Source: an optimization exercise on an open RTL-to-GDS flow (aim: small area and a short achievable clock period). Production flows keep margins and buffers that such runs may drop.
The RTL was checked by simulation tests, not by an equivalence proof against the original design.
Power and IR drop assume default switching activity.

## flow/config.mk

```make
export PLATFORM = sky130hd
export DESIGN_NAME = RF_ALU
export DESIGN_NICKNAME = RF_ALU
export VERILOG_FILES = /design/flow/design.v
export SDC_FILE = /design/flow/constraint.sdc
export NUM_CORES = 8
export LEC_CHECK = 0
export CAP_MARGIN = 20
export CORE_MARGIN = 2
export CORE_UTILIZATION = 40
export CTS_CLUSTER_DIAMETER = 80
export CTS_CLUSTER_SIZE = 24
export SETUP_SLACK_MARGIN = 5
export SLEW_MARGIN = 20
export SYNTH_HIERARCHICAL = 1
```

## flow/constraint.sdc

```tcl
create_clock -name core_clock -period 9.0 [get_ports {clk}]
set_input_delay 1.8000 -clock core_clock [delete_from_list [all_inputs] [get_ports {clk}]]
set_output_delay 1.8000 -clock core_clock [all_outputs]
set_load 0.01 [all_outputs]
```

## flow/design.v

```verilog
module RF_ALU (input clk,
               input RegSet,
               input RegWrite,
               input [3:0] ALU_control,
               input [31:0] instr,
               input [31:0] Writedata,
               output reg [31:0] rd1,
               output reg [31:0] rd2,
               output [31:0] ALU_result,
               output Zero);
wire [4:0] rs1 = instr[19:15];
wire [4:0] rs2 = instr[24:20];
wire [4:0] rd  = instr[11:7];
reg        pend_v;
reg        pend_alu;
reg [4:0]  pend_rd;
reg [31:0] pend_wd;
reg [31:0] regs [1:31];
wire [31:0] wdata = pend_alu ? ALU_result : pend_wd;
wire [31:0] stale;         
assign stale[0] = 1'b0;
wire [32*32-1:0] rows;     
assign rows[31:0] = wdata;
genvar r, k;
generate
    for (r = 1; r < 32; r = r + 1) begin : row
        wire we   = pend_v && (pend_rd == r);
        wire hold = !we;
        wire [31:0] d;
        assign stale[r] = we;
        assign rows[32*r +: 32] = regs[r];
        for (k = 0; k < 32; k = k + 1) begin : bt
            g_ao22 wc (.a1(regs[r][k]), .a2(hold), .b1(wdata[k]), .b2(we), .y(d[k]));
        end
        always @(posedge clk) regs[r] <= d;
    end
endgenerate
function [31:0] selects(input [4:0] rs, input [31:0] stl, input pv, input [4:0] prd);
    integer j;
    begin
        selects[0] = pv && (rs == prd) && (rs != 5'd0);
        for (j = 1; j < 32; j = j + 1)
            selects[j] = (rs == j) && !stl[j];
    end
endfunction
wire [31:0] sel1 = selects(rs1, stale, pend_v, pend_rd);
wire [31:0] sel2 = selects(rs2, stale, pend_v, pend_rd);
wire [31:0] a, b;
generate
    for (k = 0; k < 32; k = k + 1) begin : rdbit
        wire [31:0] col;
        for (r = 0; r < 32; r = r + 1) begin : c
            assign col[r] = rows[32*r + k];
        end
        rf_mux32 m1 (.sel(sel1), .d(col), .q(a[k]));
        rf_mux32 m2 (.sel(sel2), .d(col), .q(b[k]));
    end
endgenerate
wire op_and   = (ALU_control == 4'b0000);
wire op_or    = (ALU_control == 4'b0001);
wire op_sub   = (ALU_control == 4'b0110);
wire op_arith = (ALU_control == 4'b0010) || op_sub;
wire [31:0] aa, g0n, t0n;
generate
    for (k = 0; k < 32; k = k + 1) begin : pg
        g_xor2  x (.a(a[k]), .b(op_sub), .y(aa[k]));
        g_nand3 g (.a(aa[k]), .b(b[k]), .c(op_arith), .y(g0n[k]));
        g_nor2  t (.a(aa[k]), .b(b[k]), .y(t0n[k]));
    end
endgenerate
reg [31:0] alu_p;    
reg [31:0] alu_g;    
reg [31:8] alu_t;    
wire l1g_1;
wire l1g_2;
wire l1t_2;
wire l1g_3;
wire l1t_3;
wire l1g_4;
wire l1t_4;
wire l1g_5;
wire l1t_5;
wire l1g_6;
wire l1t_6;
wire l1g_7;
wire l1t_7;
wire l1g_8;
wire l1t_8;
wire l1g_9;
wire l1t_9;
wire l1g_10;
wire l1t_10;
wire l1g_11;
wire l1t_11;
wire l1g_12;
wire l1t_12;
wire l1g_13;
wire l1t_13;
wire l1g_14;
wire l1t_14;
wire l1g_15;
wire l1t_15;
wire l1g_16;
wire l1t_16;
wire l1g_17;
wire l1t_17;
wire l1g_18;
wire l1t_18;
wire l1g_19;
wire l1t_19;
wire l1g_20;
wire l1t_20;
wire l1g_21;
wire l1t_21;
wire l1g_22;
wire l1t_22;
wire l1g_23;
wire l1t_23;
wire l1g_24;
wire l1t_24;
wire l1g_25;
wire l1t_25;
wire l1g_26;
wire l1t_26;
wire l1g_27;
wire l1t_27;
wire l1g_28;
wire l1t_28;
wire l1g_29;
wire l1t_29;
wire l1g_30;
wire l1t_30;
wire l1g_31;
wire l1t_31;
wire n_g0n_0;
wire l2g_2;
wire l2g_3;
wire l2g_4;
wire l2t_4;
wire l2g_5;
wire l2t_5;
wire l2g_6;
wire l2t_6;
wire l2g_7;
wire l2t_7;
wire l2g_8;
wire l2t_8;
wire l2g_9;
wire l2t_9;
wire l2g_10;
wire l2t_10;
wire l2g_11;
wire l2t_11;
wire l2g_12;
wire l2t_12;
wire l2g_13;
wire l2t_13;
wire l2g_14;
wire l2t_14;
wire l2g_15;
wire l2t_15;
wire l2g_16;
wire l2t_16;
wire l2g_17;
wire l2t_17;
wire l2g_18;
wire l2t_18;
wire l2g_19;
wire l2t_19;
wire l2g_20;
wire l2t_20;
wire l2g_21;
wire l2t_21;
wire l2g_22;
wire l2t_22;
wire l2g_23;
wire l2t_23;
wire l2g_24;
wire l2t_24;
wire l2g_25;
wire l2t_25;
wire l2g_26;
wire l2t_26;
wire l2g_27;
wire l2t_27;
wire l2g_28;
wire l2t_28;
wire l2g_29;
wire l2t_29;
wire l2g_30;
wire l2t_30;
wire l2g_31;
wire l2t_31;
wire l3g_4;
wire n_l1g_1;
wire l3g_5;
wire l3g_6;
wire l3g_7;
wire l3g_8;
wire l3t_8;
wire l3g_9;
wire l3t_9;
wire l3g_10;
wire l3t_10;
wire l3g_11;
wire l3t_11;
wire l3g_12;
wire l3t_12;
wire l3g_13;
wire l3t_13;
wire l3g_14;
wire l3t_14;
wire l3g_15;
wire l3t_15;
wire l3g_16;
wire l3t_16;
wire l3g_17;
wire l3t_17;
wire l3g_18;
wire l3t_18;
wire l3g_19;
wire l3t_19;
wire l3g_20;
wire l3t_20;
wire l3g_21;
wire l3t_21;
wire l3g_22;
wire l3t_22;
wire l3g_23;
wire l3t_23;
wire l3g_24;
wire l3t_24;
wire l3g_25;
wire l3t_25;
wire l3g_26;
wire l3t_26;
wire l3g_27;
wire l3t_27;
wire l3g_28;
wire l3t_28;
wire l3g_29;
wire l3t_29;
wire l3g_30;
wire l3t_30;
wire l3g_31;
wire l3t_31;
wire n_alu_g_0;
wire l4g_8;
wire l4g_9;
wire n_alu_g_2;
wire l4g_10;
wire n_alu_g_3;
wire l4g_11;
wire l4g_12;
wire l4g_13;
wire l4g_14;
wire l4g_15;
wire l4g_16;
wire l4t_16;
wire l4g_17;
wire l4t_17;
wire l4g_18;
wire l4t_18;
wire l4g_19;
wire l4t_19;
wire l4g_20;
wire l4t_20;
wire l4g_21;
wire l4t_21;
wire l4g_22;
wire l4t_22;
wire l4g_23;
wire l4t_23;
wire l4g_24;
wire l4t_24;
wire l4g_25;
wire l4t_25;
wire l4g_26;
wire l4t_26;
wire l4g_27;
wire l4t_27;
wire l4g_28;
wire l4t_28;
wire l4g_29;
wire l4t_29;
wire l4g_30;
wire l4t_30;
wire l4g_31;
wire l4t_31;
wire l5g_16;
wire n_alu_g_1;
wire l5g_17;
wire l5g_18;
wire l5g_19;
wire n_alu_g_4;
wire l5g_20;
wire n_alu_g_5;
wire l5g_21;
wire n_alu_g_6;
wire l5g_22;
wire n_alu_g_7;
wire l5g_23;
wire l5g_24;
wire l5g_25;
wire l5g_26;
wire l5g_27;
wire l5g_28;
wire l5g_29;
wire l5g_30;
wire l5g_31;
g_oai21 p0g1 (.a1(t0n[1]), .a2(g0n[0]), .b1(g0n[1]), .y(l1g_1));
g_oai21 p0g2 (.a1(t0n[2]), .a2(g0n[1]), .b1(g0n[2]), .y(l1g_2));
g_nor2 p0t2 (.a(t0n[2]), .b(t0n[1]), .y(l1t_2));
g_oai21 p0g3 (.a1(t0n[3]), .a2(g0n[2]), .b1(g0n[3]), .y(l1g_3));
g_nor2 p0t3 (.a(t0n[3]), .b(t0n[2]), .y(l1t_3));
g_oai21 p0g4 (.a1(t0n[4]), .a2(g0n[3]), .b1(g0n[4]), .y(l1g_4));
g_nor2 p0t4 (.a(t0n[4]), .b(t0n[3]), .y(l1t_4));
g_oai21 p0g5 (.a1(t0n[5]), .a2(g0n[4]), .b1(g0n[5]), .y(l1g_5));
g_nor2 p0t5 (.a(t0n[5]), .b(t0n[4]), .y(l1t_5));
g_oai21 p0g6 (.a1(t0n[6]), .a2(g0n[5]), .b1(g0n[6]), .y(l1g_6));
g_nor2 p0t6 (.a(t0n[6]), .b(t0n[5]), .y(l1t_6));
g_oai21 p0g7 (.a1(t0n[7]), .a2(g0n[6]), .b1(g0n[7]), .y(l1g_7));
g_nor2 p0t7 (.a(t0n[7]), .b(t0n[6]), .y(l1t_7));
g_oai21 p0g8 (.a1(t0n[8]), .a2(g0n[7]), .b1(g0n[8]), .y(l1g_8));
g_nor2 p0t8 (.a(t0n[8]), .b(t0n[7]), .y(l1t_8));
g_oai21 p0g9 (.a1(t0n[9]), .a2(g0n[8]), .b1(g0n[9]), .y(l1g_9));
g_nor2 p0t9 (.a(t0n[9]), .b(t0n[8]), .y(l1t_9));
g_oai21 p0g10 (.a1(t0n[10]), .a2(g0n[9]), .b1(g0n[10]), .y(l1g_10));
g_nor2 p0t10 (.a(t0n[10]), .b(t0n[9]), .y(l1t_10));
g_oai21 p0g11 (.a1(t0n[11]), .a2(g0n[10]), .b1(g0n[11]), .y(l1g_11));
g_nor2 p0t11 (.a(t0n[11]), .b(t0n[10]), .y(l1t_11));
g_oai21 p0g12 (.a1(t0n[12]), .a2(g0n[11]), .b1(g0n[12]), .y(l1g_12));
g_nor2 p0t12 (.a(t0n[12]), .b(t0n[11]), .y(l1t_12));
g_oai21 p0g13 (.a1(t0n[13]), .a2(g0n[12]), .b1(g0n[13]), .y(l1g_13));
g_nor2 p0t13 (.a(t0n[13]), .b(t0n[12]), .y(l1t_13));
g_oai21 p0g14 (.a1(t0n[14]), .a2(g0n[13]), .b1(g0n[14]), .y(l1g_14));
g_nor2 p0t14 (.a(t0n[14]), .b(t0n[13]), .y(l1t_14));
g_oai21 p0g15 (.a1(t0n[15]), .a2(g0n[14]), .b1(g0n[15]), .y(l1g_15));
g_nor2 p0t15 (.a(t0n[15]), .b(t0n[14]), .y(l1t_15));
g_oai21 p0g16 (.a1(t0n[16]), .a2(g0n[15]), .b1(g0n[16]), .y(l1g_16));
g_nor2 p0t16 (.a(t0n[16]), .b(t0n[15]), .y(l1t_16));
g_oai21 p0g17 (.a1(t0n[17]), .a2(g0n[16]), .b1(g0n[17]), .y(l1g_17));
g_nor2 p0t17 (.a(t0n[17]), .b(t0n[16]), .y(l1t_17));
g_oai21 p0g18 (.a1(t0n[18]), .a2(g0n[17]), .b1(g0n[18]), .y(l1g_18));
g_nor2 p0t18 (.a(t0n[18]), .b(t0n[17]), .y(l1t_18));
g_oai21 p0g19 (.a1(t0n[19]), .a2(g0n[18]), .b1(g0n[19]), .y(l1g_19));
g_nor2 p0t19 (.a(t0n[19]), .b(t0n[18]), .y(l1t_19));
g_oai21 p0g20 (.a1(t0n[20]), .a2(g0n[19]), .b1(g0n[20]), .y(l1g_20));
g_nor2 p0t20 (.a(t0n[20]), .b(t0n[19]), .y(l1t_20));
g_oai21 p0g21 (.a1(t0n[21]), .a2(g0n[20]), .b1(g0n[21]), .y(l1g_21));
g_nor2 p0t21 (.a(t0n[21]), .b(t0n[20]), .y(l1t_21));
g_oai21 p0g22 (.a1(t0n[22]), .a2(g0n[21]), .b1(g0n[22]), .y(l1g_22));
g_nor2 p0t22 (.a(t0n[22]), .b(t0n[21]), .y(l1t_22));
g_oai21 p0g23 (.a1(t0n[23]), .a2(g0n[22]), .b1(g0n[23]), .y(l1g_23));
g_nor2 p0t23 (.a(t0n[23]), .b(t0n[22]), .y(l1t_23));
g_oai21 p0g24 (.a1(t0n[24]), .a2(g0n[23]), .b1(g0n[24]), .y(l1g_24));
g_nor2 p0t24 (.a(t0n[24]), .b(t0n[23]), .y(l1t_24));
g_oai21 p0g25 (.a1(t0n[25]), .a2(g0n[24]), .b1(g0n[25]), .y(l1g_25));
g_nor2 p0t25 (.a(t0n[25]), .b(t0n[24]), .y(l1t_25));
g_oai21 p0g26 (.a1(t0n[26]), .a2(g0n[25]), .b1(g0n[26]), .y(l1g_26));
g_nor2 p0t26 (.a(t0n[26]), .b(t0n[25]), .y(l1t_26));
g_oai21 p0g27 (.a1(t0n[27]), .a2(g0n[26]), .b1(g0n[27]), .y(l1g_27));
g_nor2 p0t27 (.a(t0n[27]), .b(t0n[26]), .y(l1t_27));
g_oai21 p0g28 (.a1(t0n[28]), .a2(g0n[27]), .b1(g0n[28]), .y(l1g_28));
g_nor2 p0t28 (.a(t0n[28]), .b(t0n[27]), .y(l1t_28));
g_oai21 p0g29 (.a1(t0n[29]), .a2(g0n[28]), .b1(g0n[29]), .y(l1g_29));
g_nor2 p0t29 (.a(t0n[29]), .b(t0n[28]), .y(l1t_29));
g_oai21 p0g30 (.a1(t0n[30]), .a2(g0n[29]), .b1(g0n[30]), .y(l1g_30));
g_nor2 p0t30 (.a(t0n[30]), .b(t0n[29]), .y(l1t_30));
g_oai21 p0g31 (.a1(t0n[31]), .a2(g0n[30]), .b1(g0n[31]), .y(l1g_31));
g_nor2 p0t31 (.a(t0n[31]), .b(t0n[30]), .y(l1t_31));
g_inv i_n_g0n_0 (.a(g0n[0]), .y(n_g0n_0));
g_aoi21 p1g2 (.a1(l1t_2), .a2(n_g0n_0), .b1(l1g_2), .y(l2g_2));
g_aoi21 p1g3 (.a1(l1t_3), .a2(l1g_1), .b1(l1g_3), .y(l2g_3));
g_aoi21 p1g4 (.a1(l1t_4), .a2(l1g_2), .b1(l1g_4), .y(l2g_4));
g_nand2 p1t4 (.a(l1t_4), .b(l1t_2), .y(l2t_4));
g_aoi21 p1g5 (.a1(l1t_5), .a2(l1g_3), .b1(l1g_5), .y(l2g_5));
g_nand2 p1t5 (.a(l1t_5), .b(l1t_3), .y(l2t_5));
g_aoi21 p1g6 (.a1(l1t_6), .a2(l1g_4), .b1(l1g_6), .y(l2g_6));
g_nand2 p1t6 (.a(l1t_6), .b(l1t_4), .y(l2t_6));
g_aoi21 p1g7 (.a1(l1t_7), .a2(l1g_5), .b1(l1g_7), .y(l2g_7));
g_nand2 p1t7 (.a(l1t_7), .b(l1t_5), .y(l2t_7));
g_aoi21 p1g8 (.a1(l1t_8), .a2(l1g_6), .b1(l1g_8), .y(l2g_8));
g_nand2 p1t8 (.a(l1t_8), .b(l1t_6), .y(l2t_8));
g_aoi21 p1g9 (.a1(l1t_9), .a2(l1g_7), .b1(l1g_9), .y(l2g_9));
g_nand2 p1t9 (.a(l1t_9), .b(l1t_7), .y(l2t_9));
g_aoi21 p1g10 (.a1(l1t_10), .a2(l1g_8), .b1(l1g_10), .y(l2g_10));
g_nand2 p1t10 (.a(l1t_10), .b(l1t_8), .y(l2t_10));
g_aoi21 p1g11 (.a1(l1t_11), .a2(l1g_9), .b1(l1g_11), .y(l2g_11));
g_nand2 p1t11 (.a(l1t_11), .b(l1t_9), .y(l2t_11));
g_aoi21 p1g12 (.a1(l1t_12), .a2(l1g_10), .b1(l1g_12), .y(l2g_12));
g_nand2 p1t12 (.a(l1t_12), .b(l1t_10), .y(l2t_12));
g_aoi21 p1g13 (.a1(l1t_13), .a2(l1g_11), .b1(l1g_13), .y(l2g_13));
g_nand2 p1t13 (.a(l1t_13), .b(l1t_11), .y(l2t_13));
g_aoi21 p1g14 (.a1(l1t_14), .a2(l1g_12), .b1(l1g_14), .y(l2g_14));
g_nand2 p1t14 (.a(l1t_14), .b(l1t_12), .y(l2t_14));
g_aoi21 p1g15 (.a1(l1t_15), .a2(l1g_13), .b1(l1g_15), .y(l2g_15));
g_nand2 p1t15 (.a(l1t_15), .b(l1t_13), .y(l2t_15));
g_aoi21 p1g16 (.a1(l1t_16), .a2(l1g_14), .b1(l1g_16), .y(l2g_16));
g_nand2 p1t16 (.a(l1t_16), .b(l1t_14), .y(l2t_16));
g_aoi21 p1g17 (.a1(l1t_17), .a2(l1g_15), .b1(l1g_17), .y(l2g_17));
g_nand2 p1t17 (.a(l1t_17), .b(l1t_15), .y(l2t_17));
g_aoi21 p1g18 (.a1(l1t_18), .a2(l1g_16), .b1(l1g_18), .y(l2g_18));
g_nand2 p1t18 (.a(l1t_18), .b(l1t_16), .y(l2t_18));
g_aoi21 p1g19 (.a1(l1t_19), .a2(l1g_17), .b1(l1g_19), .y(l2g_19));
g_nand2 p1t19 (.a(l1t_19), .b(l1t_17), .y(l2t_19));
g_aoi21 p1g20 (.a1(l1t_20), .a2(l1g_18), .b1(l1g_20), .y(l2g_20));
g_nand2 p1t20 (.a(l1t_20), .b(l1t_18), .y(l2t_20));
g_aoi21 p1g21 (.a1(l1t_21), .a2(l1g_19), .b1(l1g_21), .y(l2g_21));
g_nand2 p1t21 (.a(l1t_21), .b(l1t_19), .y(l2t_21));
g_aoi21 p1g22 (.a1(l1t_22), .a2(l1g_20), .b1(l1g_22), .y(l2g_22));
g_nand2 p1t22 (.a(l1t_22), .b(l1t_20), .y(l2t_22));
g_aoi21 p1g23 (.a1(l1t_23), .a2(l1g_21), .b1(l1g_23), .y(l2g_23));
g_nand2 p1t23 (.a(l1t_23), .b(l1t_21), .y(l2t_23));
g_aoi21 p1g24 (.a1(l1t_24), .a2(l1g_22), .b1(l1g_24), .y(l2g_24));
g_nand2 p1t24 (.a(l1t_24), .b(l1t_22), .y(l2t_24));
g_aoi21 p1g25 (.a1(l1t_25), .a2(l1g_23), .b1(l1g_25), .y(l2g_25));
g_nand2 p1t25 (.a(l1t_25), .b(l1t_23), .y(l2t_25));
g_aoi21 p1g26 (.a1(l1t_26), .a2(l1g_24), .b1(l1g_26), .y(l2g_26));
g_nand2 p1t26 (.a(l1t_26), .b(l1t_24), .y(l2t_26));
g_aoi21 p1g27 (.a1(l1t_27), .a2(l1g_25), .b1(l1g_27), .y(l2g_27));
g_nand2 p1t27 (.a(l1t_27), .b(l1t_25), .y(l2t_27));
g_aoi21 p1g28 (.a1(l1t_28), .a2(l1g_26), .b1(l1g_28), .y(l2g_28));
g_nand2 p1t28 (.a(l1t_28), .b(l1t_26), .y(l2t_28));
g_aoi21 p1g29 (.a1(l1t_29), .a2(l1g_27), .b1(l1g_29), .y(l2g_29));
g_nand2 p1t29 (.a(l1t_29), .b(l1t_27), .y(l2t_29));
g_aoi21 p1g30 (.a1(l1t_30), .a2(l1g_28), .b1(l1g_30), .y(l2g_30));
g_nand2 p1t30 (.a(l1t_30), .b(l1t_28), .y(l2t_30));
g_aoi21 p1g31 (.a1(l1t_31), .a2(l1g_29), .b1(l1g_31), .y(l2g_31));
g_nand2 p1t31 (.a(l1t_31), .b(l1t_29), .y(l2t_31));
g_oai21 p2g4 (.a1(l2t_4), .a2(g0n[0]), .b1(l2g_4), .y(l3g_4));
g_inv i_n_l1g_1 (.a(l1g_1), .y(n_l1g_1));
g_oai21 p2g5 (.a1(l2t_5), .a2(n_l1g_1), .b1(l2g_5), .y(l3g_5));
g_oai21 p2g6 (.a1(l2t_6), .a2(l2g_2), .b1(l2g_6), .y(l3g_6));
g_oai21 p2g7 (.a1(l2t_7), .a2(l2g_3), .b1(l2g_7), .y(l3g_7));
g_oai21 p2g8 (.a1(l2t_8), .a2(l2g_4), .b1(l2g_8), .y(l3g_8));
g_nor2 p2t8 (.a(l2t_8), .b(l2t_4), .y(l3t_8));
g_oai21 p2g9 (.a1(l2t_9), .a2(l2g_5), .b1(l2g_9), .y(l3g_9));
g_nor2 p2t9 (.a(l2t_9), .b(l2t_5), .y(l3t_9));
g_oai21 p2g10 (.a1(l2t_10), .a2(l2g_6), .b1(l2g_10), .y(l3g_10));
g_nor2 p2t10 (.a(l2t_10), .b(l2t_6), .y(l3t_10));
g_oai21 p2g11 (.a1(l2t_11), .a2(l2g_7), .b1(l2g_11), .y(l3g_11));
g_nor2 p2t11 (.a(l2t_11), .b(l2t_7), .y(l3t_11));
g_oai21 p2g12 (.a1(l2t_12), .a2(l2g_8), .b1(l2g_12), .y(l3g_12));
g_nor2 p2t12 (.a(l2t_12), .b(l2t_8), .y(l3t_12));
g_oai21 p2g13 (.a1(l2t_13), .a2(l2g_9), .b1(l2g_13), .y(l3g_13));
g_nor2 p2t13 (.a(l2t_13), .b(l2t_9), .y(l3t_13));
g_oai21 p2g14 (.a1(l2t_14), .a2(l2g_10), .b1(l2g_14), .y(l3g_14));
g_nor2 p2t14 (.a(l2t_14), .b(l2t_10), .y(l3t_14));
g_oai21 p2g15 (.a1(l2t_15), .a2(l2g_11), .b1(l2g_15), .y(l3g_15));
g_nor2 p2t15 (.a(l2t_15), .b(l2t_11), .y(l3t_15));
g_oai21 p2g16 (.a1(l2t_16), .a2(l2g_12), .b1(l2g_16), .y(l3g_16));
g_nor2 p2t16 (.a(l2t_16), .b(l2t_12), .y(l3t_16));
g_oai21 p2g17 (.a1(l2t_17), .a2(l2g_13), .b1(l2g_17), .y(l3g_17));
g_nor2 p2t17 (.a(l2t_17), .b(l2t_13), .y(l3t_17));
g_oai21 p2g18 (.a1(l2t_18), .a2(l2g_14), .b1(l2g_18), .y(l3g_18));
g_nor2 p2t18 (.a(l2t_18), .b(l2t_14), .y(l3t_18));
g_oai21 p2g19 (.a1(l2t_19), .a2(l2g_15), .b1(l2g_19), .y(l3g_19));
g_nor2 p2t19 (.a(l2t_19), .b(l2t_15), .y(l3t_19));
g_oai21 p2g20 (.a1(l2t_20), .a2(l2g_16), .b1(l2g_20), .y(l3g_20));
g_nor2 p2t20 (.a(l2t_20), .b(l2t_16), .y(l3t_20));
g_oai21 p2g21 (.a1(l2t_21), .a2(l2g_17), .b1(l2g_21), .y(l3g_21));
g_nor2 p2t21 (.a(l2t_21), .b(l2t_17), .y(l3t_21));
g_oai21 p2g22 (.a1(l2t_22), .a2(l2g_18), .b1(l2g_22), .y(l3g_22));
g_nor2 p2t22 (.a(l2t_22), .b(l2t_18), .y(l3t_22));
g_oai21 p2g23 (.a1(l2t_23), .a2(l2g_19), .b1(l2g_23), .y(l3g_23));
g_nor2 p2t23 (.a(l2t_23), .b(l2t_19), .y(l3t_23));
g_oai21 p2g24 (.a1(l2t_24), .a2(l2g_20), .b1(l2g_24), .y(l3g_24));
g_nor2 p2t24 (.a(l2t_24), .b(l2t_20), .y(l3t_24));
g_oai21 p2g25 (.a1(l2t_25), .a2(l2g_21), .b1(l2g_25), .y(l3g_25));
g_nor2 p2t25 (.a(l2t_25), .b(l2t_21), .y(l3t_25));
g_oai21 p2g26 (.a1(l2t_26), .a2(l2g_22), .b1(l2g_26), .y(l3g_26));
g_nor2 p2t26 (.a(l2t_26), .b(l2t_22), .y(l3t_26));
g_oai21 p2g27 (.a1(l2t_27), .a2(l2g_23), .b1(l2g_27), .y(l3g_27));
g_nor2 p2t27 (.a(l2t_27), .b(l2t_23), .y(l3t_27));
g_oai21 p2g28 (.a1(l2t_28), .a2(l2g_24), .b1(l2g_28), .y(l3g_28));
g_nor2 p2t28 (.a(l2t_28), .b(l2t_24), .y(l3t_28));
g_oai21 p2g29 (.a1(l2t_29), .a2(l2g_25), .b1(l2g_29), .y(l3g_29));
g_nor2 p2t29 (.a(l2t_29), .b(l2t_25), .y(l3t_29));
g_oai21 p2g30 (.a1(l2t_30), .a2(l2g_26), .b1(l2g_30), .y(l3g_30));
g_nor2 p2t30 (.a(l2t_30), .b(l2t_26), .y(l3t_30));
g_oai21 p2g31 (.a1(l2t_31), .a2(l2g_27), .b1(l2g_31), .y(l3g_31));
g_nor2 p2t31 (.a(l2t_31), .b(l2t_27), .y(l3t_31));
g_inv i_n_alu_g_0 (.a(alu_g[0]), .y(n_alu_g_0));
g_aoi21 p3g8 (.a1(alu_t[8]), .a2(n_alu_g_0), .b1(alu_g[8]), .y(l4g_8));
g_aoi21 p3g9 (.a1(alu_t[9]), .a2(alu_g[1]), .b1(alu_g[9]), .y(l4g_9));
g_inv i_n_alu_g_2 (.a(alu_g[2]), .y(n_alu_g_2));
g_aoi21 p3g10 (.a1(alu_t[10]), .a2(n_alu_g_2), .b1(alu_g[10]), .y(l4g_10));
g_inv i_n_alu_g_3 (.a(alu_g[3]), .y(n_alu_g_3));
g_aoi21 p3g11 (.a1(alu_t[11]), .a2(n_alu_g_3), .b1(alu_g[11]), .y(l4g_11));
g_aoi21 p3g12 (.a1(alu_t[12]), .a2(alu_g[4]), .b1(alu_g[12]), .y(l4g_12));
g_aoi21 p3g13 (.a1(alu_t[13]), .a2(alu_g[5]), .b1(alu_g[13]), .y(l4g_13));
g_aoi21 p3g14 (.a1(alu_t[14]), .a2(alu_g[6]), .b1(alu_g[14]), .y(l4g_14));
g_aoi21 p3g15 (.a1(alu_t[15]), .a2(alu_g[7]), .b1(alu_g[15]), .y(l4g_15));
g_aoi21 p3g16 (.a1(alu_t[16]), .a2(alu_g[8]), .b1(alu_g[16]), .y(l4g_16));
g_nand2 p3t16 (.a(alu_t[16]), .b(alu_t[8]), .y(l4t_16));
g_aoi21 p3g17 (.a1(alu_t[17]), .a2(alu_g[9]), .b1(alu_g[17]), .y(l4g_17));
g_nand2 p3t17 (.a(alu_t[17]), .b(alu_t[9]), .y(l4t_17));
g_aoi21 p3g18 (.a1(alu_t[18]), .a2(alu_g[10]), .b1(alu_g[18]), .y(l4g_18));
g_nand2 p3t18 (.a(alu_t[18]), .b(alu_t[10]), .y(l4t_18));
g_aoi21 p3g19 (.a1(alu_t[19]), .a2(alu_g[11]), .b1(alu_g[19]), .y(l4g_19));
g_nand2 p3t19 (.a(alu_t[19]), .b(alu_t[11]), .y(l4t_19));
g_aoi21 p3g20 (.a1(alu_t[20]), .a2(alu_g[12]), .b1(alu_g[20]), .y(l4g_20));
g_nand2 p3t20 (.a(alu_t[20]), .b(alu_t[12]), .y(l4t_20));
g_aoi21 p3g21 (.a1(alu_t[21]), .a2(alu_g[13]), .b1(alu_g[21]), .y(l4g_21));
g_nand2 p3t21 (.a(alu_t[21]), .b(alu_t[13]), .y(l4t_21));
g_aoi21 p3g22 (.a1(alu_t[22]), .a2(alu_g[14]), .b1(alu_g[22]), .y(l4g_22));
g_nand2 p3t22 (.a(alu_t[22]), .b(alu_t[14]), .y(l4t_22));
g_aoi21 p3g23 (.a1(alu_t[23]), .a2(alu_g[15]), .b1(alu_g[23]), .y(l4g_23));
g_nand2 p3t23 (.a(alu_t[23]), .b(alu_t[15]), .y(l4t_23));
g_aoi21 p3g24 (.a1(alu_t[24]), .a2(alu_g[16]), .b1(alu_g[24]), .y(l4g_24));
g_nand2 p3t24 (.a(alu_t[24]), .b(alu_t[16]), .y(l4t_24));
g_aoi21 p3g25 (.a1(alu_t[25]), .a2(alu_g[17]), .b1(alu_g[25]), .y(l4g_25));
g_nand2 p3t25 (.a(alu_t[25]), .b(alu_t[17]), .y(l4t_25));
g_aoi21 p3g26 (.a1(alu_t[26]), .a2(alu_g[18]), .b1(alu_g[26]), .y(l4g_26));
g_nand2 p3t26 (.a(alu_t[26]), .b(alu_t[18]), .y(l4t_26));
g_aoi21 p3g27 (.a1(alu_t[27]), .a2(alu_g[19]), .b1(alu_g[27]), .y(l4g_27));
g_nand2 p3t27 (.a(alu_t[27]), .b(alu_t[19]), .y(l4t_27));
g_aoi21 p3g28 (.a1(alu_t[28]), .a2(alu_g[20]), .b1(alu_g[28]), .y(l4g_28));
g_nand2 p3t28 (.a(alu_t[28]), .b(alu_t[20]), .y(l4t_28));
g_aoi21 p3g29 (.a1(alu_t[29]), .a2(alu_g[21]), .b1(alu_g[29]), .y(l4g_29));
g_nand2 p3t29 (.a(alu_t[29]), .b(alu_t[21]), .y(l4t_29));
g_aoi21 p3g30 (.a1(alu_t[30]), .a2(alu_g[22]), .b1(alu_g[30]), .y(l4g_30));
g_nand2 p3t30 (.a(alu_t[30]), .b(alu_t[22]), .y(l4t_30));
g_aoi21 p3g31 (.a1(alu_t[31]), .a2(alu_g[23]), .b1(alu_g[31]), .y(l4g_31));
g_nand2 p3t31 (.a(alu_t[31]), .b(alu_t[23]), .y(l4t_31));
g_oai21 p4g16 (.a1(l4t_16), .a2(alu_g[0]), .b1(l4g_16), .y(l5g_16));
g_inv i_n_alu_g_1 (.a(alu_g[1]), .y(n_alu_g_1));
g_oai21 p4g17 (.a1(l4t_17), .a2(n_alu_g_1), .b1(l4g_17), .y(l5g_17));
g_oai21 p4g18 (.a1(l4t_18), .a2(alu_g[2]), .b1(l4g_18), .y(l5g_18));
g_oai21 p4g19 (.a1(l4t_19), .a2(alu_g[3]), .b1(l4g_19), .y(l5g_19));
g_inv i_n_alu_g_4 (.a(alu_g[4]), .y(n_alu_g_4));
g_oai21 p4g20 (.a1(l4t_20), .a2(n_alu_g_4), .b1(l4g_20), .y(l5g_20));
g_inv i_n_alu_g_5 (.a(alu_g[5]), .y(n_alu_g_5));
g_oai21 p4g21 (.a1(l4t_21), .a2(n_alu_g_5), .b1(l4g_21), .y(l5g_21));
g_inv i_n_alu_g_6 (.a(alu_g[6]), .y(n_alu_g_6));
g_oai21 p4g22 (.a1(l4t_22), .a2(n_alu_g_6), .b1(l4g_22), .y(l5g_22));
g_inv i_n_alu_g_7 (.a(alu_g[7]), .y(n_alu_g_7));
g_oai21 p4g23 (.a1(l4t_23), .a2(n_alu_g_7), .b1(l4g_23), .y(l5g_23));
g_oai21 p4g24 (.a1(l4t_24), .a2(l4g_8), .b1(l4g_24), .y(l5g_24));
g_oai21 p4g25 (.a1(l4t_25), .a2(l4g_9), .b1(l4g_25), .y(l5g_25));
g_oai21 p4g26 (.a1(l4t_26), .a2(l4g_10), .b1(l4g_26), .y(l5g_26));
g_oai21 p4g27 (.a1(l4t_27), .a2(l4g_11), .b1(l4g_27), .y(l5g_27));
g_oai21 p4g28 (.a1(l4t_28), .a2(l4g_12), .b1(l4g_28), .y(l5g_28));
g_oai21 p4g29 (.a1(l4t_29), .a2(l4g_13), .b1(l4g_29), .y(l5g_29));
g_oai21 p4g30 (.a1(l4t_30), .a2(l4g_14), .b1(l4g_30), .y(l5g_30));
g_oai21 p4g31 (.a1(l4t_31), .a2(l4g_15), .b1(l4g_31), .y(l5g_31));
assign Zero = (rd1 == rd2);
assign ALU_result[0] = alu_p[0];
g_xnor2 s1 (.a(alu_p[1]), .b(alu_g[0]), .y(ALU_result[1]));
g_xor2 s2 (.a(alu_p[2]), .b(alu_g[1]), .y(ALU_result[2]));
g_xnor2 s3 (.a(alu_p[3]), .b(alu_g[2]), .y(ALU_result[3]));
g_xnor2 s4 (.a(alu_p[4]), .b(alu_g[3]), .y(ALU_result[4]));
g_xor2 s5 (.a(alu_p[5]), .b(alu_g[4]), .y(ALU_result[5]));
g_xor2 s6 (.a(alu_p[6]), .b(alu_g[5]), .y(ALU_result[6]));
g_xor2 s7 (.a(alu_p[7]), .b(alu_g[6]), .y(ALU_result[7]));
g_xor2 s8 (.a(alu_p[8]), .b(alu_g[7]), .y(ALU_result[8]));
g_xnor2 s9 (.a(alu_p[9]), .b(l4g_8), .y(ALU_result[9]));
g_xnor2 s10 (.a(alu_p[10]), .b(l4g_9), .y(ALU_result[10]));
g_xnor2 s11 (.a(alu_p[11]), .b(l4g_10), .y(ALU_result[11]));
g_xnor2 s12 (.a(alu_p[12]), .b(l4g_11), .y(ALU_result[12]));
g_xnor2 s13 (.a(alu_p[13]), .b(l4g_12), .y(ALU_result[13]));
g_xnor2 s14 (.a(alu_p[14]), .b(l4g_13), .y(ALU_result[14]));
g_xnor2 s15 (.a(alu_p[15]), .b(l4g_14), .y(ALU_result[15]));
g_xnor2 s16 (.a(alu_p[16]), .b(l4g_15), .y(ALU_result[16]));
g_xor2 s17 (.a(alu_p[17]), .b(l5g_16), .y(ALU_result[17]));
g_xor2 s18 (.a(alu_p[18]), .b(l5g_17), .y(ALU_result[18]));
g_xor2 s19 (.a(alu_p[19]), .b(l5g_18), .y(ALU_result[19]));
g_xor2 s20 (.a(alu_p[20]), .b(l5g_19), .y(ALU_result[20]));
g_xor2 s21 (.a(alu_p[21]), .b(l5g_20), .y(ALU_result[21]));
g_xor2 s22 (.a(alu_p[22]), .b(l5g_21), .y(ALU_result[22]));
g_xor2 s23 (.a(alu_p[23]), .b(l5g_22), .y(ALU_result[23]));
g_xor2 s24 (.a(alu_p[24]), .b(l5g_23), .y(ALU_result[24]));
g_xor2 s25 (.a(alu_p[25]), .b(l5g_24), .y(ALU_result[25]));
g_xor2 s26 (.a(alu_p[26]), .b(l5g_25), .y(ALU_result[26]));
g_xor2 s27 (.a(alu_p[27]), .b(l5g_26), .y(ALU_result[27]));
g_xor2 s28 (.a(alu_p[28]), .b(l5g_27), .y(ALU_result[28]));
g_xor2 s29 (.a(alu_p[29]), .b(l5g_28), .y(ALU_result[29]));
g_xor2 s30 (.a(alu_p[30]), .b(l5g_29), .y(ALU_result[30]));
g_xor2 s31 (.a(alu_p[31]), .b(l5g_30), .y(ALU_result[31]));
always @(posedge clk) begin
    rd1 <= a;
    rd2 <= b;
    alu_p <= op_arith ? (a ^ b) : op_and ? (a & b) : op_or ? (a | b) : ALU_result;
    alu_g[0] <= g0n[0];
    alu_g[1] <= l1g_1;
    alu_g[2] <= l2g_2;
    alu_g[3] <= l2g_3;
    alu_g[4] <= l3g_4;
    alu_g[5] <= l3g_5;
    alu_g[6] <= l3g_6;
    alu_g[7] <= l3g_7;
    alu_g[8] <= l3g_8;
    alu_g[9] <= l3g_9;
    alu_g[10] <= l3g_10;
    alu_g[11] <= l3g_11;
    alu_g[12] <= l3g_12;
    alu_g[13] <= l3g_13;
    alu_g[14] <= l3g_14;
    alu_g[15] <= l3g_15;
    alu_g[16] <= l3g_16;
    alu_g[17] <= l3g_17;
    alu_g[18] <= l3g_18;
    alu_g[19] <= l3g_19;
    alu_g[20] <= l3g_20;
    alu_g[21] <= l3g_21;
    alu_g[22] <= l3g_22;
    alu_g[23] <= l3g_23;
    alu_g[24] <= l3g_24;
    alu_g[25] <= l3g_25;
    alu_g[26] <= l3g_26;
    alu_g[27] <= l3g_27;
    alu_g[28] <= l3g_28;
    alu_g[29] <= l3g_29;
    alu_g[30] <= l3g_30;
    alu_g[31] <= l3g_31;
    alu_t[8] <= l3t_8;
    alu_t[9] <= l3t_9;
    alu_t[10] <= l3t_10;
    alu_t[11] <= l3t_11;
    alu_t[12] <= l3t_12;
    alu_t[13] <= l3t_13;
    alu_t[14] <= l3t_14;
    alu_t[15] <= l3t_15;
    alu_t[16] <= l3t_16;
    alu_t[17] <= l3t_17;
    alu_t[18] <= l3t_18;
    alu_t[19] <= l3t_19;
    alu_t[20] <= l3t_20;
    alu_t[21] <= l3t_21;
    alu_t[22] <= l3t_22;
    alu_t[23] <= l3t_23;
    alu_t[24] <= l3t_24;
    alu_t[25] <= l3t_25;
    alu_t[26] <= l3t_26;
    alu_t[27] <= l3t_27;
    alu_t[28] <= l3t_28;
    alu_t[29] <= l3t_29;
    alu_t[30] <= l3t_30;
    alu_t[31] <= l3t_31;
    pend_v   <= (RegWrite || RegSet) && (rd != 5'd0);
    pend_alu <= RegWrite;
    pend_rd  <= rd;
    pend_wd  <= Writedata;
end
endmodule
module rf_mux32 (input [31:0] sel, input [31:0] d, output q);
wire [3:0] u;
wire [1:0] v;
genvar j;
generate
    for (j = 0; j < 4; j = j + 1) begin : l1
        rf_mux8 x (.sel(sel[8*j +: 8]), .d(d[8*j +: 8]), .y(u[j]));
    end
endgenerate
g_nor2 v0 (.a(u[0]), .b(u[1]), .y(v[0]));
g_nor2 v1 (.a(u[2]), .b(u[3]), .y(v[1]));
g_nand2 o (.a(v[0]), .b(v[1]), .y(q));
endmodule
module rf_mux8 (input [7:0] sel, input [7:0] d, output y);
assign y = |(sel & d);
endmodule
module g_ao22 (input a1, input a2, input b1, input b2, output y);
assign y = (a1 & a2) | (b1 & b2);
endmodule
module g_aoi21 (input a1, input a2, input b1, output y);
assign y = ~((a1 & a2) | b1);
endmodule
module g_oai21 (input a1, input a2, input b1, output y);
assign y = ~((a1 | a2) & b1);
endmodule
module g_nand4 (input a, input b, input c, input d, output y);
assign y = ~(a & b & c & d);
endmodule
module g_nand3 (input a, input b, input c, output y);
assign y = ~(a & b & c);
endmodule
module g_nand2 (input a, input b, output y);
assign y = ~(a & b);
endmodule
module g_nor2 (input a, input b, output y);
assign y = ~(a | b);
endmodule
module g_xor2 (input a, input b, output y);
assign y = a ^ b;
endmodule
module g_inv (input a, output y);
assign y = ~a;
endmodule
module g_xnor2 (input a, input b, output y);
assign y = ~(a ^ b);
endmodule
```

## flow/run.sh

```bash
#!/bin/bash
# synth_recipe.tcl (not shown) runs the flow's synth.tcl, then flattens the netlist and writes it again
# the make line also repeats each setting of config.mk as NAME=value (left out here)
make -C /OpenROAD-flow-scripts/flow DESIGN_CONFIG=/design/flow/config.mk WORK_HOME=/design/flow/orfs CLKGATE_MAP_FILE= SYNTH_SCRIPT=/design/flow/synth_recipe.tcl finish
```

==> results of run 1 <==
==> cell families (layout without fill, tap and decap cells) <==
logic type      Yosys count  in the layout
compound gates         2238           2238
xor+xnor                102            102
fa+ha+maj                64             64
buf+inv                 148            561
flops                  1181           1181
mux                      33             33
other cells               0              3
simple gates            855            856
==> cells in the mapped netlist (all sizes together) <==
| library cell | number |
|---|---|
| dfxtp | 1180 |
| a22oi | 1024 |
| a22o | 992 |
| nor2 | 262 |
| nand4 | 259 |
| nand2 | 143 |
| a21oi | 116 |
| inv | 107 |
| o21ai | 96 |
| xor2 | 83 |
| ha | 64 |
| nand2b | 56 |
| nor3 | 52 |
| nand3 | 39 |
| mux2 | 32 |
| nor4 | 24 |
| clkbuf | 22 |
| buf | 19 |
| xnor2 | 19 |
| a211oi | 9 |
| or2 | 7 |
| nand3b | 4 |
| nor2b | 4 |
| or3 | 3 |
| and3 | 1 |
| edfxtp | 1 |
| mux2i | 1 |
| o22a | 1 |
| or4 | 1 |
==> worst min-delay path by stage <==
stage / startpoint / to / slack (ps) / cells past startpoint
detailed placement: regs[11][8] / regs[11][8] / 490 / 1
global placement: regs[21][22] / regs[21][22] / 490 / 1
finish: regs[20][19] / regs[20][19] / 520 / 1
CTS: regs[5][26] / regs[5][26] / 520 / 1
global route: regs[25][0] / regs[25][0] / 530 / 1
floorplan: regs[10][0] / regs[10][0] / 480 / 1
==> metrics by stage <==
step | hold WS [ps] | util | cell area [µm²] | worst slack (ps)
after global placement | 489 | 0.447 | 53600 | 2520
after floorplan | 478 | - | 48500 | 2940
final | 519 | 0.487 | 58400 | 4910
after global routing | 531 | 0.487 | 58400 | 4820
after detailed placement | 495 | 0.447 | 53600 | 2680
after CTS | 518 | 0.476 | 57100 | 4960
==> registers in the layout (all words and copies together), names as in the netlist <==
signal,count
regs,992
alu_p,32
pend_wd,32
rd1,32
rd2,32
alu_g,31
alu_t,23
pend_rd,5
pend_alu,1
pend_v,1
==> critical path: cells and delay by family <==
kind | cells | cell delay [ps]
compound gates | 4 | 680
xor+xnor | 1 | 240
buf+inv | 3 | 550
simple gates | 7 | 1460
==> cell type report <==
cell class	instances	area [µm²]	share of cell area
well taps	1612	2020	0.0345
repair buffers	375	3870	0.0663
flip-flops and latches	1181	23700	0.405
diodes	3	7.51	0.000129
inverters	107	404	0.00692
clock buffers	67	1550	0.0265
clock inverters	12	183	0.00313
multi-input cells	3293	26700	0.457
==> metal layers <==
layer | routed length (µm) | global-route usage
met1 | 86900 | 0.448
met2 | 93500 | 0.492
met3 | 30500 | 0.115
met4 | 13400 | 0.184
met5 | 349 | 0.0181
==> power breakdown <==
part | internal (mW) | switching (mW)
clock | 1.32 | 1.82
combinational | 1.86 | 2.42
sequential | 6.59 | 1.08
==> Yosys stat by module (local to each module, per instance), excerpt <==
module / flops+latches / copies in the design
rf_mux8: 0 / 256
g_inv: 0 / 10
g_nand2: 0 / 106
g_nor2: 0 / 210
RF_ALU: 1181 / 1
g_xnor2: 0 / 11
g_nand3: 0 / 31
g_aoi21: 0 / 52
g_xor2: 0 / 51
g_ao22: 0 / 992
g_oai21: 0 / 72
==> layout by cell type, fill, tap and decap left out, types with 56 or more instances in the layout <==
master           count
a22oi_1           1009
a21oi_1             64
nor2_1              80
nor2_4             101
inv_1               96
clkdlybuf4s50_1    120
nor2_2              82
buf_6               68
ha_1                56
clkbuf_16           62
a22o_1             992
nand2_1             79
nand4_1            259
dfxtp_1           1165
buf_4              133
==> what timing repair did <==
action / CTS / global route
setup endpoints to repair: 173 / 90
resized for setup: 427 / 237
buffers inserted: 33 / 26
gates cloned: 2 / 9
pin swaps: 118 / 115
==> results by group, run 1 <==
Cells and area
  – Post-route insts no fill: 6650
  – Nets@finish: between 5000 and 6000
  – Area Growth Syn to Fin: 21.0%
  – Share of post-route cells with drive strength above 1: 0.173
  – Fillers: about 11000

Place
  – DP Cell Count: between 6000 and 7000
  – GPL Wtd Cong: around 0.98
  – Hpwl dp: 132000 µm
  – Port bufs: 150

Setup path
  – Crit path launch type: input port
  – Setup slack, reg-to-reg: 4940 ps
  – WP data required: 9670 ps
  – Critical Path Sink Type: flop
  – FF-to-FF Start: pend_rd[4]
  – Critical path arrival: roughly 4800 ps
  – R2R cell count: 16
  – Crit-path max FO: 16
  – Reg-to-reg critical path endpoint: alu_g[30]
  – Worst Setup SP: instr[16]
  – CP cell instances: buf_6 -> nand2b_4 -> or2_4 -> nor4_4 -> buf_4 -> buf_6 -> a22oi_1 -> nand4_1 -> nor2_2 -> nand2_4 -> xor2_2 -> nand3_1 -> o21ai_2 -> a21oi_2 -> o21ai_1
  – CP max stage delay: ~400 ps
  – Most common cell on crit path: buf_6
  – Critical-path top delay cell: nand4_1
  – Kind of critical path: in2reg
  – Critical path endpoint: alu_g[30]

Clocking
  – Inserted Clock Buffers: a little under 60
  – CTS HTree Levels: 2
  – Root Driver: clkbuf_16
  – Clock Path Buffers: 3
  – Clock slew at reported path FFs: roughly 100 ps
  – Post-CTS Hold Fix Bufs: 0
  – CTS tree: done
  – Worst-skew pair later-pin latency: between 700 and 800 ps
  – Clock Sinks: between 1000 and 1500

Synthesis
  – Mux cell area share after synthesis: 0.00767
  – Post-synthesis compound-gate area fraction: 0.367
  – Adder and majority cell fraction of the synthesized area: 0.0166
  – Largest family of logic cells by synthesized area: compound AO/OA/AOI/OAI gates
  – Synth Area in XOR/XNOR: 0.0185
  – Yosys cell types: 35
  – Yosys top cell by area: dfxtp_1
  – Syn_area_per_cell: around 10 µm²
  – Synth Net Count: around 4800
  – Main area contributors after synthesis: dfxtp_1 (49%), a22o_1 (18%), a22oi_1 (16%)
  – Register area share after synthesis: 0.490
  – Post-synthesis cell area: around 48000 µm²
  – Ys Warns: 9
  – Post-Synth Simple-Gate Area: 0.0876
  – Synthesis-stage register bit count: approximately 1200
  – Post-synth top area share: 0.489
  – Cells after synthesis: 4621

STA
  – Clock Skew: 37.2 ps
  – Fmax: between 0.2 and 0.25 GHz
  – RSZ-0062 raised after global routing: yes
  – Worst-Margin Slew: 1140 ps
  – Final Cycle Share: 0.454
  – Max_slew headroom: 0.240
  – Final-report setup violation count: 0
  – Crit path time final: roughly 4100 ps
  – Final Max Tran Viols: 0
  – Setup_tns: 0 ps
  – Hold Vio Cnt, Final: 0

Flow run
  – MaxCap Viol Count: 0

Die
  – Row cnt: approximately 130
  – Core area: 120000 µm²
  – Die width: about 350 µm
  – Die Ht: between 300 and 400 µm
  – Initial Utilization: 0.403
  – I/O pin cnt: between 150 and 200
  – DIE AREA: ~120000 µm²

Global route
  – First-pass GRT wire length: ~310000 µm
  – Largest net degree at the start of global routing: 66
  – GRT Total Usage: 0.342
  – Total gr overflow: 0
  – Initial antenna violation count: 7
  – Number of global-route vias before repair: approximately 42000

Power
  – P_leak: roughly 21 nW
  – IR drop worst, VDD: 0.000154 V
  – Overall Power: around 15 mW
  – Pwr Density: about 260 nW/µm²

Hold path
  – Worst Hold Class: reg2reg

Status
  – Status: finished clean

Detailed routing
  – WL final: between 200000 and 250000 µm
  – DR iter-0 viols: a little under 8000
  – DR pass1 iterations: 7
  – Routed Antenna Nets: 0
  – Vias: roughly 47000
  – DRC Markers: 0
  – Wire per inst: ~34 µm
  – Drt via density: 7.03
==> run 2, diff against run 1 <==
--- a/flow/config.mk
+++ b/flow/config.mk
@@ -14,2 +14,3 @@
 export SLEW_MARGIN = 20
 export SYNTH_HIERARCHICAL = 1
+export TNS_END_PERCENT = 10
==> run 2 against run 1 <==
Effect of this change: still clean; core utilization grew 0.67 points; sequential power about the same; fmax down 4.3%; flip-flop and latch count stayed put; final area rose by 1.4%; critical path depth is 1 higher; final cell count up 0.99%; clock skew increased by 5.4 ps; combinational power grew 4%; synthesized cell count is the same; critical path type unchanged; critical endpoint is now alu_t[9]; largest cell class unchanged; largest power group unchanged.
==> results by group, run 2 <==
Status
  – Status: finished clean

STA
  – Final Cycle Share: 0.475 (+0.0206)
  – Final-report setup violation count: 0 (unchanged)
  – Worst-Margin Slew: 1120 ps (-21.0 ps)
  – Final worst slack: 4730 ps (-185 ps)
  – Clock Skew: 42.6 ps (+5.40 ps)
  – RSZ-0062 raised after global routing: yes
  – Setup_tns: 0 ps (unchanged)
  – Hold Worst Slack: 517 ps (-1.72 ps)
  – Fmax: 0.234 GHz (-4.3%)
  – Max_slew headroom: 0.254 (+0.0140)
  – Hold Vio Cnt, Final: 0 (unchanged)
  – Crit path time final: 4270 ps (+185 ps)
  – Final Max Tran Viols: 0 (unchanged)

Setup path
  – Kind of critical path: in2reg
  – Critical path arrival: 4880 ps (+120 ps)
  – Crit-path max FO: 8 (-8)
  – Critical Path Sink Type: flop
  – WP data required: 9600 ps (-70 ps)
  – Crit path launch type: input port

Synthesis
  – Yosys cell types: 35 (unchanged)
  – EDFF count, synth: 1 (unchanged)
  – Synthesis-stage register bit count: 1181 (unchanged)
  – Post-synth top area share: 0.489 (unchanged)
  – Commonest cells post-synth: dfxtp_1 (1180), a22oi_1 (1024), a22o_1 (992), nor2_1 (262), nand4_1 (259)
  – Yosys top cell by area: dfxtp_1
  – Cells after synthesis: 4621 (unchanged)
  – Register area share after synthesis: 0.490 (unchanged)
  – Ys Warns: 9 (unchanged)
  – Synth Flop Type: dfxtp_1
  – Asr flop ratio synth: 0 (unchanged)
  – Syn_area_per_cell: 10.4 µm² (unchanged)
  – Main area contributors after synthesis: dfxtp_1 (49%), a22o_1 (18%), a22oi_1 (16%)
  – Synth Net Count: 4756 (unchanged)
  – Post-synthesis cell area: 48300 µm² (unchanged)
  – Count leader, synth: dfxtp_1

Cells and area
  – Utilization after layout: 0.494 (+0.00670)
  – Number of flip-flops in the largest register: 992 (unchanged)
  – Area Growth Syn to Fin: 22.7%
  – Commonest non-fill, non-tap cell in the layout: dfxtp_1
  – Reg with most FFs: regs
  – Share of post-route cells with drive strength above 1: 0.174 (+0.00132)
  – Post-route insts no fill: 6716 (+0.99%)
  – Most frequent cells in the layout: dfxtp_1 (1171), a22oi_1 (1005), a22o_1 (992), nand4_1 (259), buf_4 (182)
  – Nets@finish: 5205 (+1.0%)

Detailed routing
  – Drt via density: 6.98 (-0.72%)
  – Vias: 46900 (+0.26%)
  – DR iter-0 viols: 7220 (-8.6%)
  – DRC Markers: 0 (unchanged)
  – Wire per inst: 34.9 µm (+3.4%)
  – DR pass1 iterations: 7 (unchanged)
  – WL final: 235000 µm (+4.4%)
  – Routed Antenna Nets: 0 (unchanged)

Power
  – Pwr Density: 264 nW/µm² (+2.1%)
  – P_leak: 21.5 nW (+1.6%)
  – IR drop worst, VDD: 0.000190 V (+24%)

Clocking
  – Root Driver: clkbuf_16
  – CTS HTree Levels: 3 (+1)
  – Clock Path Buffers: 3 (unchanged)
  – Clock slew at reported path FFs: 80 ps (-20 ps)
  – Worst-skew pair later-pin latency: 700 ps (-40 ps)
  – Clock Sinks: 1181 (unchanged)
  – CTS tree: done
  – Post-CTS Hold Fix Bufs: 0 (unchanged)
  – Inserted Clock Buffers: 66 (+14%)

Global route
  – GRT Total Usage: 0.360 (+0.0174)
  – Initial antenna violation count: 4 (-3)
  – Total gr overflow: 0 (unchanged)
  – First-pass GRT wire length: 320000 µm (+3.6%)
  – Largest net degree at the start of global routing: 66 (unchanged)
  – Number of global-route vias before repair: 42900 (+1.8%)

Hold path
  – Worst Hold Class: reg2reg

Die
  – Initial Utilization: 0.403 (unchanged)
  – DIE AREA: 123000 µm² (unchanged)
  – Row cnt: 127 (unchanged)
  – Die width: 351 µm (unchanged)
  – Die Ht: 351 µm (unchanged)
  – I/O pin cnt: 168 (unchanged)
  – Core area: 120000 µm² (unchanged)

Place
  – DP Cell Count: 6508 (+0.15%)
  – Placement Setup Slack: 2370 ps (-305 ps)
  – GPL Wtd Cong: 0.989 (+0.49%)
  – Port bufs: 150 (unchanged)
  – Hpwl dp: 138000 µm (+4.9%)

Flow run
  – MaxCap Viol Count: 0 (unchanged)
[run 2: cell counts after synthesis]
Identical to the previous run, type by type.
[run 2: cell type report]
type,instances,area (µm²)
fill,10900,60600
multi-input combinational,3295,26700
sequential,1181,23700
timing repair buffer,419,4270
tap,1612,2020
clock buffer,76,1820
inverter,107,402
clock inverter,22,309
antenna,4,10.0
[run 2: final timing paths]
| check | startpoint | endpoint | slack, ps | depth (start not counted) |
|---|---|---|---|---|
| worst min register to register | regs[16][12] | regs[16][12] | 520 | 1 |
| worst max register to register | pend_rd[4] | alu_g[9] | 4810 | 15 |
| worst max-delay path | instr[15] | alu_t[9] | 4730 | 16 |
| worst min-delay path | regs[16][12] | regs[16][12] | 520 | 1 |
[run 2: critical path: stages]
cell       delay, ps
buf_16           110
buf_4            130
nor4_4            40
nor3_2           180
a21oi_2           70
nor3_4           520
clkbuf_16        310
a22oi_1          110
nand4_1          360
nor2_4           130
nand2_4          180
xor2_1           250
nor2_2            90
nor2_1           260
nand2_1          170
nor2_1           140
[run 2: through the flow]
step           total power [mW]  area [µm²]
2_1_floorplan              9.74       48400
3_3_place_gp               11.5       53500
3_5_place_dp               11.6       53500
4_1_cts                    15.2       57500
5_1_grt                    16.1       59200
6_report                   15.6       59200
[run 2: report_power, final]
| group | switching, mW | internal, mW |
|---|---|---|
| clock | 1.94 | 1.58 |
| sequential | 1.06 | 6.59 |
| combinational | 2.56 | 1.89 |
[run 2: what timing repair did]
| item | CTS | global route |
|---|---|---|
| gates resized for setup | 425 | 256 |
| setup buffers | 43 | 47 |
| endpoints found under the setup margin | 175 | 107 |
| gates cloned | 5 | 11 |
| pin swaps | 132 | 109 |
[run 2: cell families (layout without fill, tap and decap cells)]
logic type / count (synthesis) / in the layout / synth area share
xor gates and xnor gates: 102 / 102 / 0.0185
DFF: 1181 / 1181 / 0.490
muxes: 33 / 33 / 0.00767
and+or+nand+nor: 855 / 858 / 0.0876
buffers and inverters: 148 / 624 / 0.0121
AOI/OAI and AO/OA: 2238 / 2238 / 0.367
adders and majority gates: 64 / 64 / 0.0166
other: 0 / 4 / 0
[run 2: Yosys stat by module, one instance, submodules excluded, a selection]
module   cells  copies in the design  area, µm²
RF_ALU    1806                     1      27500
g_ao22       1                   992       8.76
g_aoi21      1                    52       8.76
g_inv        1                    10       3.75
g_nand2      1                   106       3.75
g_nand3      1                    31       5.00
g_nor2       1                   210       3.75
g_oai21      1                    72       5.00
g_xnor2      1                    11       8.76
g_xor2       1                    51       8.76
rf_mux8      5                   256       36.3
[run 2: per-layer routing]
layer,up-vias,share of wire,track usage
li1,19800,-,-
met3,668,0.14,0.134
met1,23200,0.37,0.442
met4,4,0.083,0.252
met5,-,0.00012,0.000785
met2,3243,0.41,0.517
==> run 3, diff against run 2 <==
--- a/flow/config.mk
+++ b/flow/config.mk
@@ -11,6 +11,5 @@
 export CTS_CLUSTER_DIAMETER = 80
 export CTS_CLUSTER_SIZE = 24
-export SETUP_SLACK_MARGIN = 5
+export SETUP_SLACK_MARGIN = 4.8
 export SLEW_MARGIN = 20
 export SYNTH_HIERARCHICAL = 1
-export TNS_END_PERCENT = 10
==> run 3 against run 2 <==
Effect of this change: still clean; core utilization fell by 1.7 points; global-route usage is 1.9 points lower; combinational power is 6.3% lower; power shrank 4.2%; clock power is 11% lower; final area shrank 3.4%; clock skew fell by 8.2 ps; register-to-register slack worse by 60 ps; largest cell class unchanged; area after synthesis unchanged; flip-flop and latch count unchanged; die area unchanged; fmax increased by 0.53%.
==> results by group, run 3 <==
STA
  – RSZ-0062 raised after global routing: yes
  – Fmax: 0.235 GHz (+0.53%)
  – Hold Vio Cnt, Final: 0 (unchanged)
  – Final-report setup violation count: 0 (unchanged)
  – Final Max Tran Viols: 0 (unchanged)
  – Clock Skew: 34.4 ps (-8.21 ps)
  – Crit path time final: 4250 ps (-22.8 ps)
  – Worst-Margin Slew: 1340 ps (+221 ps)
  – Max_slew headroom: 0.107 (-0.147)
  – Setup_tns: 0 ps (unchanged)
  – Final Cycle Share: 0.472 (-0.00253)

Power
  – Clk pwr share: 0.210 (-0.015)
  – Pwr Density: 262 nW/µm² (-0.78%)
  – P_leak: 20.7 nW (-3.5%)
  – NetSw: 5.24 mW (-5.7%)
  – IR drop worst, VDD: 0.000154 V (-19%)
  – Int Power: 9.72 mW (-3.4%)
  – Overall Power: 15.0 mW (-4.2%)
  – Flop pwr share: 0.512 (+0.022)
  – Gate power share: 0.278 (-0.006)
  – Switching share of power: 0.350 (-0.00566)

Clocking
  – Worst-skew pair later-pin latency: 730 ps (+30 ps)
  – CTS tree: done
  – Inserted Clock Buffers: 58 (-12%)
  – Root Driver: clkbuf_16
  – Clock slew at reported path FFs: 100 ps (+20 ps)
  – Clock Sinks: 1181 (unchanged)
  – Clock Path Buffers: 3 (unchanged)
  – CTS HTree Levels: 2 (-1)

Synthesis
  – Ys Warns: 9 (unchanged)
  – Yosys cell types: 35 (unchanged)
  – Syn_area_per_cell: 10.4 µm² (unchanged)
  – Commonest cells post-synth: dfxtp_1 (1180), a22oi_1 (1024), a22o_1 (992), nor2_1 (262), nand4_1 (259)
  – Post-synthesis cell area: 48300 µm² (unchanged)
  – Synthesis-stage register bit count: 1181 (unchanged)
  – Cells after synthesis: 4621 (unchanged)
  – Post-synth top area share: 0.489 (unchanged)
  – Register area share after synthesis: 0.490 (unchanged)
  – Count leader, synth: dfxtp_1
  – EDFF count, synth: 1 (unchanged)
  – Yosys top cell by area: dfxtp_1
  – Asr flop ratio synth: 0 (unchanged)
  – Synth Net Count: 4756 (unchanged)
  – Main area contributors after synthesis: dfxtp_1 (49%), a22o_1 (18%), a22oi_1 (16%)
  – Synth Flop Type: dfxtp_1

Die
  – I/O pin cnt: 168 (unchanged)
  – Initial Utilization: 0.403 (unchanged)
  – Die width: 351 µm (unchanged)
  – DIE AREA: 123000 µm² (unchanged)
  – Row cnt: 127 (unchanged)
  – Core area: 120000 µm² (unchanged)
  – Die Ht: 351 µm (unchanged)

Global route
  – GRT Total Usage: 0.341 (-0.0188)
  – Initial antenna violation count: 9 (+5)
  – Largest net degree at the start of global routing: 66 (unchanged)
  – First-pass GRT wire length: 307000 µm (-3.9%)
  – Number of global-route vias before repair: 41900 (-2.2%)
  – Total gr overflow: 0 (unchanged)

Flow run
  – MaxCap Viol Count: 0 (unchanged)

Cells and area
  – Sequential standard cell area: 23700 µm² (about the same)
  – Commonest non-fill, non-tap cell in the layout: dfxtp_1
  – Fillers: 11200 (+2.3%)
  – Reg with most FFs: regs
  – Most frequent cells in the layout: dfxtp_1 (1173), a22oi_1 (1020), a22o_1 (992), nand4_1 (259)
  – Area Growth Syn to Fin: 18.5%
  – Share of post-route cells with drive strength above 1: 0.151 (-0.0232)
  – Multi-input logic area: 26000 µm² (-2.6%)
  – Nets@finish: 5119 (-1.7%)
  – Number of flip-flops in the largest register: 992 (unchanged)

Detailed routing
  – DR pass1 iterations: 7 (unchanged)
  – Vias: 46400 (-1.0%)
  – DRC Markers: 0 (unchanged)
  – Routed Antenna Nets: 0 (unchanged)
  – Wire per inst: 33.6 µm (-3.9%)
  – DR iter-0 viols: 7356 (+1.9%)
  – WL final: 222000 µm (-5.3%)
  – Drt via density: 7.01 (+0.43%)

Hold path
  – Hold wc startpoint: regs[12][3]
  – Worst Hold Class: reg2reg
  – Worst Hold Depth: 1 (unchanged)
  – WHS Endpoint: regs[12][3]

Setup path
  – Kind of critical path: reg2reg
  – R2R cell count: 16 (+1)
  – Setup slack, reg-to-reg: 4750 ps (-60 ps)
  – Critical Path Sink Type: flop
  – FF-to-FF Start: pend_rd[3]
  – Crit path launch type: flop
  – Critical path arrival: 4860 ps (-20 ps)
  – Crit-path max FO: 25 (+17)
  – WP data required: 9610 ps (about the same)
  – Reg-to-reg critical path endpoint: alu_g[10]

Place
  – Port bufs: 150 (unchanged)
  – Hpwl dp: 132000 µm (-4.7%)
  – GPL Wtd Cong: 0.984 (-0.49%)

Status
  – Status: finished clean
-- run 3: cells by family after synthesis --
kind of cell / Yosys count / share of synthesized area
xor+xnor: 102 / 0.0185
mux: 33 / 0.00767
fa+ha+maj: 64 / 0.0166
simple gates: 855 / 0.0876
flops: 1181 / 0.490
buf+inv: 148 / 0.0121
compound gates: 2238 / 0.367
-- run 3: worst max path at each step --
stage	startpoint	endpoint	slack [ps]	cells past startpoint
6_report	pend_rd[3]	alu_g[10]	4750	16
5_1_grt	pend_rd[3]	alu_g[25]	4760	15
4_1_cts	alu_g[5]	ALU_result[14]	4750	3
3_5_place_dp	instr[21]	alu_p[9]	2680	14
3_3_place_gp	instr[15]	alu_g[23]	2520	14
2_1_floorplan	instr[15]	alu_g[14]	2940	13
-- run 3: timing repair --
item                       in CTS  in global routing
cloned                          1                  4
setup buffers                  19                 14
hold buffers                    0                  0
resized for setup             288                143
setup endpoints to repair     169                 96
pin swaps                      69                 71
-- run 3: layout make-up --
type,count,area share
Clock buffer,67,0.0271
Clock inverter,12,0.00320
Tap cell,1612,0.0353
Inverter,107,0.00707
Timing Repair Buffer,343,0.0581
Sequential cell,1181,0.414
Multi-Input combinational cell,3293,0.455
Antenna cell,4,0.000175
-- run 3: per-stage QoR --
step | hold WS (ps) | worst slack, ps | util | cell area, µm² | std cells
after CTS | 518 | 4750 | 0.472 | 56500 | 6597
after global placement | 489 | 2520 | 0.447 | 53600 | 6497
after detailed placement | 495 | 2680 | 0.447 | 53600 | 6498
final | 521 | 4750 | 0.477 | 57200 | 6619
after global routing | 531 | 4760 | 0.477 | 57200 | 6616
after floorplan | 478 | 2940 | - | 48500 | 4621
-- run 3: power groups by stage --
stage | registers [mW] | clock network (mW) | logic (mW)
after global placement | 7.65 | 0 | 3.74
after global routing | 7.81 | 3.33 | 4.32
after CTS | 7.60 | 3.16 | 3.95
after floorplan | 7.49 | 0 | 2.29
after detailed placement | 7.70 | 0 | 3.81
final | 7.67 | 3.14 | 4.16
-- run 3: layer usage --
| layer | track usage | share of wire | vias up |
|---|---|---|---|
| met3 | 0.117 | 0.13 | 456 |
| met1 | 0.447 | 0.39 | 23100 |
| met5 | 0.0102 | 0.0012 | - |
| met2 | 0.492 | 0.42 | 3270 |
| li1 | - | - | 19600 |
| met4 | 0.177 | 0.059 | 12 |
-- run 3: worst max-delay path: stages, from the launching register on --
cell	delay (ps)
dfxtp_1	490
nor2b_2	240
nand3_2	240
nor2_4	260
buf_6	310
nor3_4	90
buf_6	180
buf_4	210
a22oi_1	230
nand4_1	440
nor2_4	420
nand2_4	150
xor2_2	190
nor2_2	250
nor2_1	120
a21oi_2	200
o21ai_1	90
-- run 3: modules after synthesis, one instance, submodules excluded, excerpt --
module	flip-flops and latches	cells inside	copies in the design	cell area [µm²]
g_inv	0	1	10	3.75
g_ao22	0	1	992	8.76
rf_mux8	0	5	256	36.3
RF_ALU	1181	1806	1	27500
g_nand2	0	1	106	3.75
g_xnor2	0	1	11	8.76
g_aoi21	0	1	52	8.76
g_nand3	0	1	31	5.00
g_oai21	0	1	72	5.00
g_nor2	0	1	210	3.75
g_xor2	0	1	51	8.76

-- separate check: timing with driven ports --
The flow's constraints put no driver on any port. The routed layouts listed below were extracted and timed again, unchanged, in two steps. Step 1, drivers: a clkbuf_16 drives clk and a buf_2 each remaining input, both assumed. Step 2, shift: input delay + t, output delay - t, t = (earliest + latest rising clock arrival at the registers) / 2. This alone moves slack from input paths to output paths. Three values: ideal, step 1, step 2; two values: the first two.
run | shift t [ns] | slack for setup (ns) | worst setup path after step 2 | clock arrival spread, ns | worst data-port slew with drivers (ns)
run 1 | 0.790 | 4.911 / 4.836 / 4.045 | input to register | 0.039 / 0.039 | 0.18
run 2 | 0.754 | 4.725 / 4.710 / 3.956 | input to register | 0.043 / 0.044 | 0.09
run 3 | 0.786 | 4.748 / 4.667 / 3.881 | input to register | 0.036 / 0.036 | 0.20
After both steps every run listed still meets setup and hold. For run 3, which loses most, drivers alone change the setup slack by -0.081 ns; drivers and shift together by -0.867 ns.
